Context: an optimization exercise on an open-source flow, tuned for small area. The choices shown serve that exercise and are no tape-out recipe.
The RTL was checked by simulation tests, not by an equivalence proof against the original design.
Power and IR drop assume default switching activity.

==> design.v <==
module Demosaic_getBayer (
	input  wire       PCLK,
	input  wire       RSTN,
	input  wire       VSYNC,
	input  wire       HSYNC,
	input  wire [7:0] BAYERDATA,
	output wire       CAL_EN,
	output wire [7:0] O_DATA );
reg [8:0] j;
reg [1:0] st;
reg [7:0] o_data;
wire act = VSYNC & HSYNC;
wire [9:0] jn = rinc9(j, act);
assign CAL_EN = &st;
assign O_DATA = o_data;
always @(posedge PCLK or negedge RSTN) begin
	if (!RSTN) begin
		o_data <= 0;
		j <= 0;
		st <= 0;
	end
	else begin
		j <= VSYNC ? jn[8:0] : 9'd0;
		if (!VSYNC)
			st <= 0;
		else if (jn[9] && !(&st))
			st <= st + 1'b1;
		if (act)
			o_data <= BAYERDATA;
		else if (VSYNC)
			o_data <= 0;
	end
end
function [9:0] rinc9;
	input [8:0] a;
	input ci;
	reg c;
	integer i;
	begin
		c = ci;
		for (i = 0; i < 9; i = i + 1) begin
			rinc9[i] = a[i] ^ c;
			c = a[i] & c;
		end
		rinc9[9] = c;
	end
endfunction
endmodule
module Demosaic_pre_G_RB (
	input  wire       INCLK,
	input  wire       RSTN,
	input  wire       DATA_EN,
	input  wire       HSYNC,
	input  wire [7:0] DATA1,
	input  wire [7:0] DATA2,
	input  wire [7:0] DATA3,
	input  wire [7:0] DATA4,
	input  wire [7:0] DATA5,
	output wire [8:0] DV,
	output wire [5:0] E2Q,
	output wire [6:0] GS,
	output wire [7:0] HA,
	output wire [7:0] HB,
	output wire [7:0] HC,
	output wire [6:0] H7,
	output wire [7:0] MID,
	output wire       O_EN );
wire en = DATA_EN & HSYNC;
reg [9:0] cntCol;
reg [9:0] cntLine;
reg o_en;
assign O_EN = o_en;
wire c1   = (cntCol == 10'd1);
wire c2   = (cntCol == 10'd2);
wire c3   = (cntCol == 10'd3);
wire cend = (cntCol == 10'd532);
reg cpm;
wire wrap = en & cend;
wire [9:0] colInc  = rinc10(cntCol, en);
wire [9:0] colNext = wrap ? 10'd0 : colInc;
always @(posedge INCLK) begin
	cpm  <= (colNext == 10'd531);
end
wire [9:0] lineInc = rinc10(cntLine, wrap);
always @(posedge INCLK or negedge RSTN) begin
	if (!RSTN) begin
		cntCol <= 0;
		cntLine <= 0;
		o_en <= 0;
	end
	else begin
		cntCol <= colNext;
		cntLine <= (wrap && cntLine == 10'd788) ? 10'd0 : lineInc;
		if (wrap) o_en <= 0;
		else if (en && c2) o_en <= 1;
	end
end
wire l01  = (cntLine == 10'd0) || (cntLine == 10'd1);
wire l0   = (cntLine == 10'd0);
wire l787 = (cntLine == 10'd787);
wire l786 = (cntLine == 10'd786);
wire [7:0] s1 = l01 ? DATA5 : DATA1;
wire [7:0] s2 = l0 ? DATA4 : DATA2;
wire [7:0] s4 = l787 ? DATA2 : DATA4;
wire [7:0] s5 = (l787 || l786) ? DATA1 : DATA5;
wire [7:0] tuu = c2 ? DATA1 : s1;
wire [7:0] tup = c2 ? DATA2 : s2;
wire [7:0] tdn = (c1 || c2) ? s4 : DATA4;
wire [7:0] tdd = (c1 || c2) ? s5 : DATA5;
reg [7:0] uu2, up2, dn2, dd2;
reg [8:0] e1_1, e2_1, ud_1;   
reg [6:0] gs_1;
reg [8:0] dv_0;
reg [5:0] e2q_0;
reg [6:0] gs_0;
reg [7:0] mid, right, rr;
reg [7:0] ha, hb, hc;
reg [6:0] h7;
wire [7:0] pm = cpm ? right : rr;
wire [8:0] gsum = radd(up2, dn2, 1'b0);
wire [8:0] e2t = bkadd(e1_1[7:0], e2_1[7:0], e1_1[8]);
wire [7:0] e2s = pinc(e2t[7:0], e2_1[8]);
wire [8:0] dvs = radd(ud_1[7:0], e2s, ud_1[8]);
wire [7:0] xn = absq(right, DATA3);
wire [8:0] msum = radd(mid, rr, 1'b0);
always @(posedge INCLK) begin
	if (!en) begin
		mid <= 0; right <= 0; rr <= 0;
		ha <= 0; hb <= 0; hc <= 0; h7 <= 0;
	end
	else begin
		rr <= DATA3;
		right <= rr;
		mid <= right;
		if (!cend) begin
			ha <= hc;
			hb <= c3 ? xn : ha;
			hc <= xn;
			h7 <= msum[7:1];
		end
	end
end
reg v2, v1, v0;
always @(posedge INCLK) begin
	v2 <= en;
	v1 <= en & v2;
	v0 <= en & v1;
	uu2 <= tuu; up2 <= tup; dn2 <= tdn; dd2 <= tdd;
	e1_1 <= absc(pm, uu2);
	e2_1 <= absc(pm, dd2);
	ud_1 <= absc(up2, dn2);
	gs_1 <= gsum[7:1];
	dv_0 <= dvs;
	e2q_0 <= e2s[7:2];
	gs_0 <= gs_1;
end
assign DV = dv_0 & {9{v0}};
assign E2Q = e2q_0 & {6{v0}};
assign GS = gs_0 & {7{v0}};
assign HA = ha;
assign HB = hb;
assign HC = hc;
assign H7 = h7;
assign MID = mid;
function [8:0] bkadd;
	input [7:0] a;
	input [7:0] b;
	input ci;
	reg [7:0] g, p;
	reg g10, p10, g32, p32, g54, p54, g76, p76;
	reg g30, p30, g74, p74;
	reg [8:0] c;
	integer i;
	begin
		g = a & b;
		p = a ^ b;
		g[0] = g[0] | (p[0] & ci);
		g10 = g[1] | (p[1] & g[0]);                p10 = p[1] & p[0];
		g32 = g[3] | (p[3] & g[2]);                p32 = p[3] & p[2];
		g54 = g[5] | (p[5] & g[4]);                p54 = p[5] & p[4];
		g76 = g[7] | (p[7] & g[6]);                p76 = p[7] & p[6];
		g30 = g32 | (p32 & g10);
		g74 = g76 | (p76 & g54);                   p74 = p76 & p54;
		c[0] = ci;
		c[1] = g[0];
		c[2] = g10;
		c[3] = g[2] | (p[2] & g10);
		c[4] = g30;
		c[5] = g[4] | (p[4] & g30);
		c[6] = g54 | (p54 & g30);
		c[7] = g[6] | (p[6] & c[6]);
		c[8] = g74 | (p74 & g30);
		for (i = 0; i < 8; i = i + 1)
			bkadd[i] = p[i] ^ c[i];
		bkadd[8] = c[8];
	end
endfunction
function [7:0] pinc;
	input [7:0] a;
	input ci;
	reg [8:0] c;
	reg a10, a32, a54, a30;
	integer i;
	begin
		a10 = a[1] & a[0];
		a32 = a[3] & a[2];
		a54 = a[5] & a[4];
		a30 = a32 & a10;
		c[0] = ci;
		c[1] = ci & a[0];
		c[2] = ci & a10;
		c[3] = ci & a10 & a[2];
		c[4] = ci & a30;
		c[5] = ci & a30 & a[4];
		c[6] = ci & a30 & a54;
		c[7] = ci & a30 & a54 & a[6];
		for (i = 0; i < 8; i = i + 1)
			pinc[i] = a[i] ^ c[i];
	end
endfunction
function [7:0] absbk;
	input [7:0] a;
	input [7:0] b;
	reg [8:0] d;
	reg s;
	begin
		d = bkadd(a, ~b, 1'b1);
		s = ~d[8];
		absbk = pinc(d[7:0] ^ {8{s}}, s);
	end
endfunction
function [8:0] radd;
	input [7:0] a;
	input [7:0] b;
	input ci;
	reg c;
	integer i;
	begin
		c = ci;
		for (i = 0; i < 8; i = i + 1) begin
			radd[i] = a[i] ^ b[i] ^ c;
			c = (a[i] & b[i]) | (a[i] & c) | (b[i] & c);
		end
		radd[8] = c;
	end
endfunction
function [7:0] rinc8;
	input [7:0] a;
	input ci;
	reg c;
	integer i;
	begin
		c = ci;
		for (i = 0; i < 8; i = i + 1) begin
			rinc8[i] = a[i] ^ c;
			c = a[i] & c;
		end
	end
endfunction
function [9:0] rinc10;
	input [9:0] a;
	input ci;
	reg c;
	integer i;
	begin
		c = ci;
		for (i = 0; i < 10; i = i + 1) begin
			rinc10[i] = a[i] ^ c;
			c = a[i] & c;
		end
	end
endfunction
function [8:0] absc;
	input [7:0] a;
	input [7:0] b;
	reg [8:0] d;
	begin
		d = radd(a, ~b, 1'b1);
		absc = {~d[8], d[7:0] ^ {8{~d[8]}}};
	end
endfunction
function [7:0] absq;
	input [7:0] a;
	input [7:0] b;
	reg [8:0] d;
	begin
		d = {1'b0, a} - {1'b0, b};
		absq = d[8] ? -d[7:0] : d[7:0];
	end
endfunction
function [8:0] absf;
	input [7:0] a;
	input [7:0] b;
	reg [8:0] d;
	begin
		d = {1'b0, a} - {1'b0, b};
		absf = {d[8], d[7:0] ^ {8{d[8]}}};
	end
endfunction
function [7:0] absx;
	input [7:0] a;
	input [7:0] b;
	reg [8:0] d;
	reg [8:0] e;
	begin
		d = radd(a, ~b, 1'b1);
		e = radd(b, ~a, 1'b1);
		absx = d[8] ? d[7:0] : e[7:0];
	end
endfunction
endmodule
module Demosaic_calG_RB (
	input  wire        INCLK,
	input  wire        RSTN,
	input  wire        IN_EN,
	input  wire [8:0]  DV,
	input  wire [5:0]  E2Q,
	input  wire [6:0]  GS,
	input  wire [7:0]  HA,
	input  wire [7:0]  HB,
	input  wire [7:0]  HC,
	input  wire [6:0]  H7,
	input  wire [7:0]  MID,
	output wire        O_EN,
	output wire [23:0] O_DATA );
localparam st_Rb = 2'b10, st_Rg = 2'b11, st_B = 2'b01, st_G = 2'b00;
reg [1:0] st;
wire isR = st[1];
wire isG = ~st[1] & ~st[0];
wire G_Ostatus = st[0];
reg [8:0] cntCol;
reg [9:0] cntLine;
wire is_even = |cntLine;
wire [9:0] colInc = rinc9(cntCol, IN_EN);
wire lwrap = colInc[9] && (cntLine == 10'd767);
wire [10:0] lineInc = rinc10(cntLine, colInc[9]);
reg [7:0] mid;
reg [7:0] G_temp;
reg l1;
reg RGB1;
always @(posedge INCLK or negedge RSTN) begin
	if (!RSTN)
		st <= st_Rb;
	else if (IN_EN) begin
		if (isR)
			st <= st_G;
		else if (st[0])
			st <= colInc[9] ? st_Rb : st_G;
		else
			st <= is_even ? st_B : st_Rg;
	end
end
always @(posedge INCLK or negedge RSTN) begin
	if (!RSTN) begin
		cntCol <= 0;
		cntLine <= 0;
	end
	else begin
		cntCol <= colInc[8:0];
		cntLine <= lwrap ? 10'd0 : lineInc[9:0];
	end
end
always @(posedge INCLK) begin
	if (IN_EN) begin
		if (!isG) begin
			mid <= MID;
			RGB1 <= isR;
		end
	end
end
always @(posedge INCLK or negedge RSTN) begin
	if (!RSTN)
		G_temp <= 0;
	else if (l1 && G_Ostatus)
		G_temp <= mid;
end
wire [8:0] b2s = bkadd(HB, HC, 1'b0);
wire [7:0] b2 = b2s[7:0];
wire [8:0] kl = bkadd(DV[7:0], ~HA, 1'b1);
wire kneg = ~(DV[8] | kl[8]);
wire kbig = DV[8] & kl[8];
wire [8:0] kc = bkadd(kl[7:0], ~b2, 1'b1);
wire hsel = kneg | (~kbig & ~kc[8]);
wire [5:0] opA = hsel ? E2Q : b2[7:2];
wire [6:0] opB = hsel ? H7 : GS;
reg [5:0] A1;
reg [6:0] B1;
reg [7:0] R2, R3, R4;
wire [8:0] rsum = radd({2'b0, A1}, {1'b0, B1}, 1'b0);
reg [7:0] G0, G1, G2, Gd;
reg r1, r2, r3;
always @(posedge INCLK) begin
	A1 <= opA; B1 <= opB; R2 <= rsum; R3 <= R2; R4 <= R3;
	G0 <= G_temp; G1 <= G0; G2 <= G1; Gd <= G2;
	r1 <= RGB1; r2 <= r1; r3 <= r2;
end
reg l2, l3, l4, o_en;
reg GO0, GO1, GO2, GO3;
reg m2, m0;
reg [7:0] lane1;
always @(posedge INCLK or negedge RSTN) begin
	if (!RSTN) begin
		l1 <= 0; l2 <= 0; l3 <= 0; l4 <= 0; o_en <= 0;
		GO0 <= 0; GO1 <= 0; GO2 <= 0; GO3 <= 0;
		m2 <= 0; m0 <= 0; lane1 <= 0;
	end
	else begin
		l1 <= IN_EN; l2 <= l1; l3 <= l2; l4 <= l3; o_en <= l4;
		GO0 <= G_Ostatus; GO1 <= GO0; GO2 <= GO1; GO3 <= GO2;
		m0 <= r3 & o_en;
		m2 <= o_en & !r3 & !GO3;
		lane1 <= (o_en & (r3 | !GO3)) ? R4 : (GO3 ? G2 : 8'd0);
	end
end
assign O_EN = o_en;
assign O_DATA = {Gd & {8{m2}}, lane1, Gd & {8{m0}}};
function [8:0] bkadd;
	input [7:0] a;
	input [7:0] b;
	input ci;
	reg [7:0] g, p;
	reg g10, p10, g32, p32, g54, p54, g76, p76;
	reg g30, p30, g74, p74;
	reg [8:0] c;
	integer i;
	begin
		g = a & b;
		p = a ^ b;
		g[0] = g[0] | (p[0] & ci);
		g10 = g[1] | (p[1] & g[0]);                p10 = p[1] & p[0];
		g32 = g[3] | (p[3] & g[2]);                p32 = p[3] & p[2];
		g54 = g[5] | (p[5] & g[4]);                p54 = p[5] & p[4];
		g76 = g[7] | (p[7] & g[6]);                p76 = p[7] & p[6];
		g30 = g32 | (p32 & g10);
		g74 = g76 | (p76 & g54);                   p74 = p76 & p54;
		c[0] = ci;
		c[1] = g[0];
		c[2] = g10;
		c[3] = g[2] | (p[2] & g10);
		c[4] = g30;
		c[5] = g[4] | (p[4] & g30);
		c[6] = g54 | (p54 & g30);
		c[7] = g[6] | (p[6] & c[6]);
		c[8] = g74 | (p74 & g30);
		for (i = 0; i < 8; i = i + 1)
			bkadd[i] = p[i] ^ c[i];
		bkadd[8] = c[8];
	end
endfunction
function [8:0] radd;
	input [7:0] a;
	input [7:0] b;
	input ci;
	reg c;
	integer i;
	begin
		c = ci;
		for (i = 0; i < 8; i = i + 1) begin
			radd[i] = a[i] ^ b[i] ^ c;
			c = (a[i] & b[i]) | (a[i] & c) | (b[i] & c);
		end
		radd[8] = c;
	end
endfunction
function [10:0] rinc10;
	input [9:0] a;
	input ci;
	reg c;
	integer i;
	begin
		c = ci;
		for (i = 0; i < 10; i = i + 1) begin
			rinc10[i] = a[i] ^ c;
			c = a[i] & c;
		end
		rinc10[10] = c;
	end
endfunction
function [9:0] rinc9;
	input [8:0] a;
	input ci;
	reg c;
	integer i;
	begin
		c = ci;
		for (i = 0; i < 9; i = i + 1) begin
			rinc9[i] = a[i] ^ c;
			c = a[i] & c;
		end
		rinc9[9] = c;
	end
endfunction
function gt9;
	input [8:0] a;
	input [8:0] b;
	reg c;
	integer i;
	begin
		c = 1'b0;
		for (i = 0; i < 9; i = i + 1)
			c = (a[i] & ~b[i]) | (a[i] & c) | (~b[i] & c);
		gt9 = c;
	end
endfunction
endmodule
module demosaic_g_rb_top (
	input  wire        clk,
	input  wire        rstn,
	input  wire        vsync,
	input  wire        hsync,
	input  wire [7:0]  bayer_data,
	output wire [7:0]  lb_wdata,
	input  wire [7:0]  lb_tap1,
	input  wire [7:0]  lb_tap2,
	input  wire [7:0]  lb_tap3,
	input  wire [7:0]  lb_tap4,
	input  wire [7:0]  lb_tap5,
	output wire        o_en,
	output wire [23:0] o_data
);
wire cal_en;
wire pre_en;
wire [8:0] dv;
wire [5:0] e2q;
wire [6:0] gs;
wire [7:0] ha, hb, hc, mid;
wire [6:0] h7;
Demosaic_getBayer getBayer (
	.PCLK(clk), .RSTN(rstn), .VSYNC(vsync), .HSYNC(hsync),
	.BAYERDATA(bayer_data), .CAL_EN(cal_en), .O_DATA(lb_wdata));
Demosaic_pre_G_RB pre (
	.INCLK(clk), .RSTN(rstn), .DATA_EN(cal_en), .HSYNC(hsync),
	.DATA1(lb_tap1), .DATA2(lb_tap2), .DATA3(lb_tap3), .DATA4(lb_tap4), .DATA5(lb_tap5),
	.DV(dv), .E2Q(e2q), .GS(gs),
	.HA(ha), .HB(hb), .HC(hc), .H7(h7), .MID(mid),
	.O_EN(pre_en));
Demosaic_calG_RB calG (
	.INCLK(clk), .RSTN(rstn), .IN_EN(pre_en),
	.DV(dv), .E2Q(e2q), .GS(gs),
	.HA(ha), .HB(hb), .HC(hc), .H7(h7), .MID(mid),
	.O_EN(o_en), .O_DATA(o_data));
endmodule
==> flow/run.sh <==
#!/bin/bash
# The standard layout with three changes:
#  - after the standard synthesis, the combinational cells are re-mapped for
#    area by Yosys/ABC (flow/remap.ys); the registers are left as they are;
#  - after floorplanning, OpenROAD's restructure re-maps the logic again for
#    area and cells are sized back up where setup timing needs it
#    (flow/rmp.tcl);
#  - the port buffers are made from the smallest buffer cell.
# Each tool's full output goes to a log file of its own here; ORFS keeps
# each step's log under orfs/logs/.
set -e
export BUFFER_PORTS_ARGS="-buffer_cell sky130_fd_sc_hd__buf_1"
LIB="$FLOW_HOME/platforms/sky130hd/lib/sky130_fd_sc_hd__tt_025C_1v80.lib"
awk -v keep=all  -f flow/libfilter.awk "$LIB" > rmp_lib.lib
awk -v keep=comb -f flow/libfilter.awk "$LIB" > rmp_comb.lib
awk -v keep=seq  -f flow/libfilter.awk "$LIB" > rmp_seq.lib
bash standard.sh synth > standard_synth.log 2>&1
cp orfs/results/sky130hd/demosaic_g_rb_top/base/1_2_yosys.v standard_synth_netlist.v
yosys -s flow/remap.ys > remap.log 2>&1
bash standard.sh floorplan > standard_floorplan.log 2>&1
# (no restructure in this variant)
rm -f rmp_lib.lib rmp_comb.lib rmp_seq.lib
bash standard.sh > standard.log 2>&1
==> flow/libfilter.awk <==
# Filter a liberty file by cell. Always drops the cells the platform marks
# don't-use (probe and lpflow cells). With -v keep=comb it also drops the
# sequential cells (ff, latch or statetable groups), with -v keep=seq the
# combinational ones; keep=all (the default) keeps both.
BEGIN { incell = 0; depth = 0; buf = ""; if (keep == "") keep = "all" }
{
	if (!incell && $0 ~ /^[ \t]*cell[ \t]*\(/) {
		incell = 1; depth = 0; buf = ""; seq = 0
		dontuse = ($0 ~ /sky130_fd_sc_hd__(lpflow_|probe)/)
	}
	if (!incell) { print; next }
	buf = buf $0 "\n"
	if ($0 ~ /^[ \t]*(ff|latch|statetable)[ \t]*\(/) seq = 1
	n = gsub(/\{/, "{"); m = gsub(/\}/, "}")
	depth += n - m
	if (depth <= 0 && (n > 0 || m > 0)) {
		incell = 0
		if (!dontuse && (keep == "all" || (keep == "comb" && !seq) || (keep == "seq" && seq)))
			printf "%s", buf
	}
}
==> flow/remap.abc <==
strash
dch -f
amap
mfs2
strash
dch -f
amap
topo
==> flow/remap.ys <==
# Re-map the combinational cells of the standard synthesis for area. The
# registers are library cells read as black boxes, so they keep their
# instances, names and cell types; everything between them is flattened to
# logic and mapped again by ABC (flow/remap.abc) to rmp_lib.lib, the
# library without the platform's don't-use cells.
read_liberty -lib rmp_seq.lib
read_liberty -ignore_miss_func rmp_comb.lib
read_verilog orfs/results/sky130hd/demosaic_g_rb_top/base/1_2_yosys.v
hierarchy -check -top demosaic_g_rb_top
flatten
opt_clean -purge
abc -liberty rmp_lib.lib -script flow/remap.abc
opt_clean -purge
setundef -zero
hilomap -singleton -hicell sky130_fd_sc_hd__conb_1 HI -locell sky130_fd_sc_hd__conb_1 LO
splitnets
opt_clean -purge
read_liberty -lib -overwrite rmp_comb.lib
stat -liberty rmp_lib.lib
check -assert
write_verilog -noattr -noexpr -nohex -nodec orfs/results/sky130hd/demosaic_g_rb_top/base/1_2_yosys.v
==> standard.sh <==
#!/bin/bash
# synth_recipe.tcl (not shown) runs the flow's synth.tcl, then flattens the netlist and writes it again
# the make line also repeats each setting of config.mk as NAME=value (left out here)
make -C /OpenROAD-flow-scripts/flow DESIGN_CONFIG=/design/flow/config.mk WORK_HOME=/design/flow/orfs CLKGATE_MAP_FILE= SYNTH_SCRIPT=/design/flow/synth_recipe.tcl "${@:-finish}"
==> config.mk <==
export PLATFORM = sky130hd
export DESIGN_NAME = demosaic_g_rb_top
export DESIGN_NICKNAME = demosaic_g_rb_top
export VERILOG_FILES = /design/flow/design.v
export SDC_FILE = /design/flow/constraint.sdc
export NUM_CORES = 4
export LEC_CHECK = 0
export CAP_MARGIN = 20
export CORE_MARGIN = 2
export CORE_UTILIZATION = 60
export CTS_BUF_LIST = sky130_fd_sc_hd__clkbuf_16
export CTS_CLUSTER_DIAMETER = 90
export CTS_CLUSTER_SIZE = 26
export PLACE_DENSITY = 0.75
export SLEW_MARGIN = 20
==> constraint.sdc <==
create_clock -name core_clock -period 4.5 [get_ports {clk}]
set_input_delay 0.9000 -clock core_clock [delete_from_list [all_inputs] [get_ports {clk}]]
set_output_delay 0.9000 -clock core_clock [all_outputs]
set_load 0.01 [all_outputs]
==> impl_summary.txt <==
----------------------------------------------------
[Place]
  Placed cell areas ... between 10000 and 15000 um^2
  Number of placed instances with taps included ... roughly 1700
  DP Wirelength ... approximately 17000 um
  Pre-CTS setup slack ... between 0.15 and 0.2 ns
  Final RePlAce weighted congestion ... about 0.87
  Port bufs ... between 80 and 90

[Floorplanning]
  Top-level I/O count ... 85
  Full die area ... around 21000 um^2
  Vertical die dimension ... roughly 140 um
  Die width ... roughly 140 um
  Row count ... 51
  Core Region ... about 19000 um^2
  Starting Density ... about 60%

[Worst setup path]
  Required time at the endpoint of the critical path ... about 4.9 ns
  Setup Crit Path Kind ... flop to flop
  Depth of the worst register-to-register path ... 23
  Crit end category ... flop
  Top fanout value on the critical path ... 8
  WP data arrival ... about 4.3 ns
  Startpoint of the worst register-to-register path ... pre.ha[0]$_SDFFE_PN0P_
  CP startpoint ... pre.ha[0]$_SDFFE_PN0P_
  Startpoint types ... flop

[STA]
  Worst Clk Skew ... 0.0264 ns
  Relative max-transition margin ... 40.7%
  Final worst path period need ... ~4 ns
  Final worst path period share ... between 80% and 90%
  Setup Total Neg Slack ... 0 ns
  F_max ... roughly 0.25 GHz
  Count of endpoints failing setup in the final report ... 0
  Pins Over Slew Limit ... 0
  Worst hold slack ... approximately 0.33 ns
  Final number of hold-violating endpoints ... 0
  Worst Slack Setup Final ... between 0.5 and 0.6 ns
  Actual transition at the worst max-transition pin ... 0.889 ns

[Clocking]
  Number of buffers added by the clock tree synthesis step ... 16
  CTS H-Tree Depth ... 1
  Number of buffers added to fix hold violations after cts ... 0
  Clock-pin slew on the worst setup and hold paths ... roughly 0.1 ns
  CTS tree ... done
  CTS root buf ... sky130_fd_sc_hd__clkbuf_16
  Clock sinks ... between 300 and 400
  Clock latency reported for the late side of the worst-skew pair ... approximately 0.5 ns
  Clock tree buffer depth ... 3

[Status]
  Run status ... complete, no violations

[Drt]
  Number of antenna-violating nets in the routed design ... 0
  Via-per-instance ratio ... between 5 and 6
  Violation count after the first detailed-routing iteration ... 451
  Number of detailed-route iterations in the first pass ... 6
  Drt drc ... 0
  Routed wirelength normalized by instance count ... 13.3 um
  Total wire length after detailed routing ... roughly 23000 um
  Vias ... 9211

[Min path]
  Worst hold path cell count ... 0
  Min-Delay Path Class ... flop to flop
  Worst min-delay path startpoint ... calG.G0[4]$_DFF_P_

[Flow run]
  Number of maximum-capacitance constraint violations ... 0

[Global route]
  Maximum number of pins on one net before global-route repair ... 70
  Aggregate global-route resource usage ... between 20 and 25%
  Via count of the first global-routing pass ... about 8300
  GR Layer Usage met3 ... ~2.7%
  Residual overflow from global routing ... 0
  Most utilized layer in the global route result ... met2
  Met1 Track Usage GR ... roughly 30%
  Number of antenna violations at the first check in global routing ... 0
  Global-route wire length before repair ... around 38000 um
  Met2 usage ... 40.9%

[Logic synthesis]
  Syn Inst Count ... ~1300
  Count of yosys warnings during synthesis ... 3
  Synthesized area per cell ... approximately 8.8 um^2
  Synth Cell Area ... around 12000 um^2
  Synthesized Nets ... roughly 1400

[Finish]
  Number of inserted diodes ... 0
  Final cell count without fillers ... between 1500 and 2000
  Layout cells sized above 1 ... 3.08%
  Area of all placed cells without fillers ... about 13000 um^2
  Area growth from synthesis to final layout ... 11.0%
  Fill cell total of the finished layout ... between 1500 and 2000
  Post-layout nets ... approximately 1500

[Pwr]
  Leakage power figure ... between 5 and 6 nW
  Peak supply drop ... about 0.00029 V
  Power density over the cells ... 372 nW/um^2

----------------------------------------------------
-- registers in the layout (all words and copies together) (netlist names), 9 cells and up --
signal	cells
calG.cntCol	9
calG.cntLine	10
getBayer.j	9
pre.cntCol	10
pre.cntLine	10
pre.dv_0	9
pre.e1_1	9
pre.e2_1	9
pre.ud_1	9
-- power by group --
part           total [mW]  leakage (nW)  internal, mW  switching [mW]
clock network        1.56         0.264         0.701           0.858
registers            2.98          3.04          2.93          0.0505
logic               0.335          1.82         0.122           0.213
-- metal layers --
layer  vias up  part of all wire [%]
met1      4155                    46
met2       173                    48
met3        33                   3.8
li1       4850                     -
met5         -                     0
met4         0                   2.1
-- final timing paths --
check / slack (ns) / endpoint
setup / recovery: 0.55 / calG.A1[1]$_DFF_P_
hold / removal: 0.33 / calG.G1[4]$_DFF_P_
setup reg to reg: 0.55 / calG.A1[1]$_DFF_P_
hold reg to reg: 0.33 / calG.G1[4]$_DFF_P_
max in group asynchronous: 3.12 / pre.cntLine[9]$_DFF_PN0_
min in group asynchronous: 0.55 / getBayer.j[3]$_DFF_PN0_
-- stage by stage --
step                utilization, %  power, mW
finish                        67.6       4.87
floorplan                        -       3.25
global placement              64.8       3.36
detailed placement            64.8       3.37
CTS                           67.3       4.91
global route                  67.6       5.09
-- placed cells by master (no fill, tap or decap), types with 5 or more instances in the layout --
cell and count:
sky130_fd_sc_hd__nand3_1 7, sky130_fd_sc_hd__a22oi_1 5, sky130_fd_sc_hd__inv_1 8, sky130_fd_sc_hd__buf_1 83
sky130_fd_sc_hd__o32ai_1 7, sky130_fd_sc_hd__and2_0 10, sky130_fd_sc_hd__a32o_1 8, sky130_fd_sc_hd__clkbuf_16 17
sky130_fd_sc_hd__nand2_1 145, sky130_fd_sc_hd__o21ai_1 16, sky130_fd_sc_hd__dfxtp_1 218, sky130_fd_sc_hd__nor2b_1 20
sky130_fd_sc_hd__nor2_1 237, sky130_fd_sc_hd__edfxtp_1 9, sky130_fd_sc_hd__buf_4 14, sky130_fd_sc_hd__and3_1 17
sky130_fd_sc_hd__clkinv_1 150, sky130_fd_sc_hd__a21oi_1 97, sky130_fd_sc_hd__nor3_1 19, sky130_fd_sc_hd__o21ai_0 128
sky130_fd_sc_hd__dfrtp_1 87, sky130_fd_sc_hd__o22ai_1 51, sky130_fd_sc_hd__a22o_1 8, sky130_fd_sc_hd__o22a_1 41
sky130_fd_sc_hd__o21a_1 10
-- worst max-delay path, stage by stage, from the launching register on --
cell                       delay [ns]
sky130_fd_sc_hd__dfxtp_1         0.38
sky130_fd_sc_hd__and2_0          0.21
sky130_fd_sc_hd__nor2_1          0.08
sky130_fd_sc_hd__a21oi_1         0.21
sky130_fd_sc_hd__a21oi_1         0.13
sky130_fd_sc_hd__and2_0          0.18
sky130_fd_sc_hd__o22ai_1         0.26
sky130_fd_sc_hd__a21oi_1         0.16
sky130_fd_sc_hd__a22oi_1         0.23
sky130_fd_sc_hd__nand2_1         0.10
sky130_fd_sc_hd__o21ai_0         0.12
sky130_fd_sc_hd__nand2_1         0.10
sky130_fd_sc_hd__o21a_1          0.13
sky130_fd_sc_hd__nor2_1          0.10
sky130_fd_sc_hd__nor2_1          0.05
sky130_fd_sc_hd__a21oi_1         0.17
sky130_fd_sc_hd__nand2_1         0.08
sky130_fd_sc_hd__nor2b_1         0.17
sky130_fd_sc_hd__nand2_2         0.16
sky130_fd_sc_hd__clkinv_1        0.12
sky130_fd_sc_hd__o22ai_2         0.20
sky130_fd_sc_hd__nor2b_1         0.11
sky130_fd_sc_hd__buf_4           0.18
sky130_fd_sc_hd__a32o_1          0.23
-- timing repair --
action	in CTS	in global routing
endpoints found under the hold margin	0	0
buffers inserted	0	0
endpoints found under the setup margin	0	34
gates resized for setup	0	31
-- final cells by class --
class,instances,area [um^2],share of cell area (%)
sequential,316,6860,52.3
clock buffer,17,425,3.25
multi-input combinational,871,4430,33.8
timing repair buffer,98,424,3.24
inverter,152,574,4.38
clock inverter,9,60.1,0.458
tap,265,332,2.53

[static timing again, ports no longer ideal]
No port has a modelled driver above. Below, the same layout with a new extraction and two added sets of constraints. Step 1 sets driving cells, clkbuf_16 on the clock port and buf_2 on the other inputs (assumed; they add their load-dependent delay and slew). Step 2 adds t to the input delays and takes it off the output delays; t is the mean of the earliest and latest rising clock arrival at the registers after step 1. Input paths then give back, and output paths get back, about the clock's delay inside the block. Slacks: no drivers / after step 1 / after step 2; pairs: no drivers / after step 1.
t (ns): 0.542
setup slack, ns: 0.549 / 0.549 / 0.549
worst setup path at the end: register to register
After both steps setup and hold are still met in this run. The setup slack of this run moves by 0.000 ns with the drivers and by 0.000 ns with both steps.
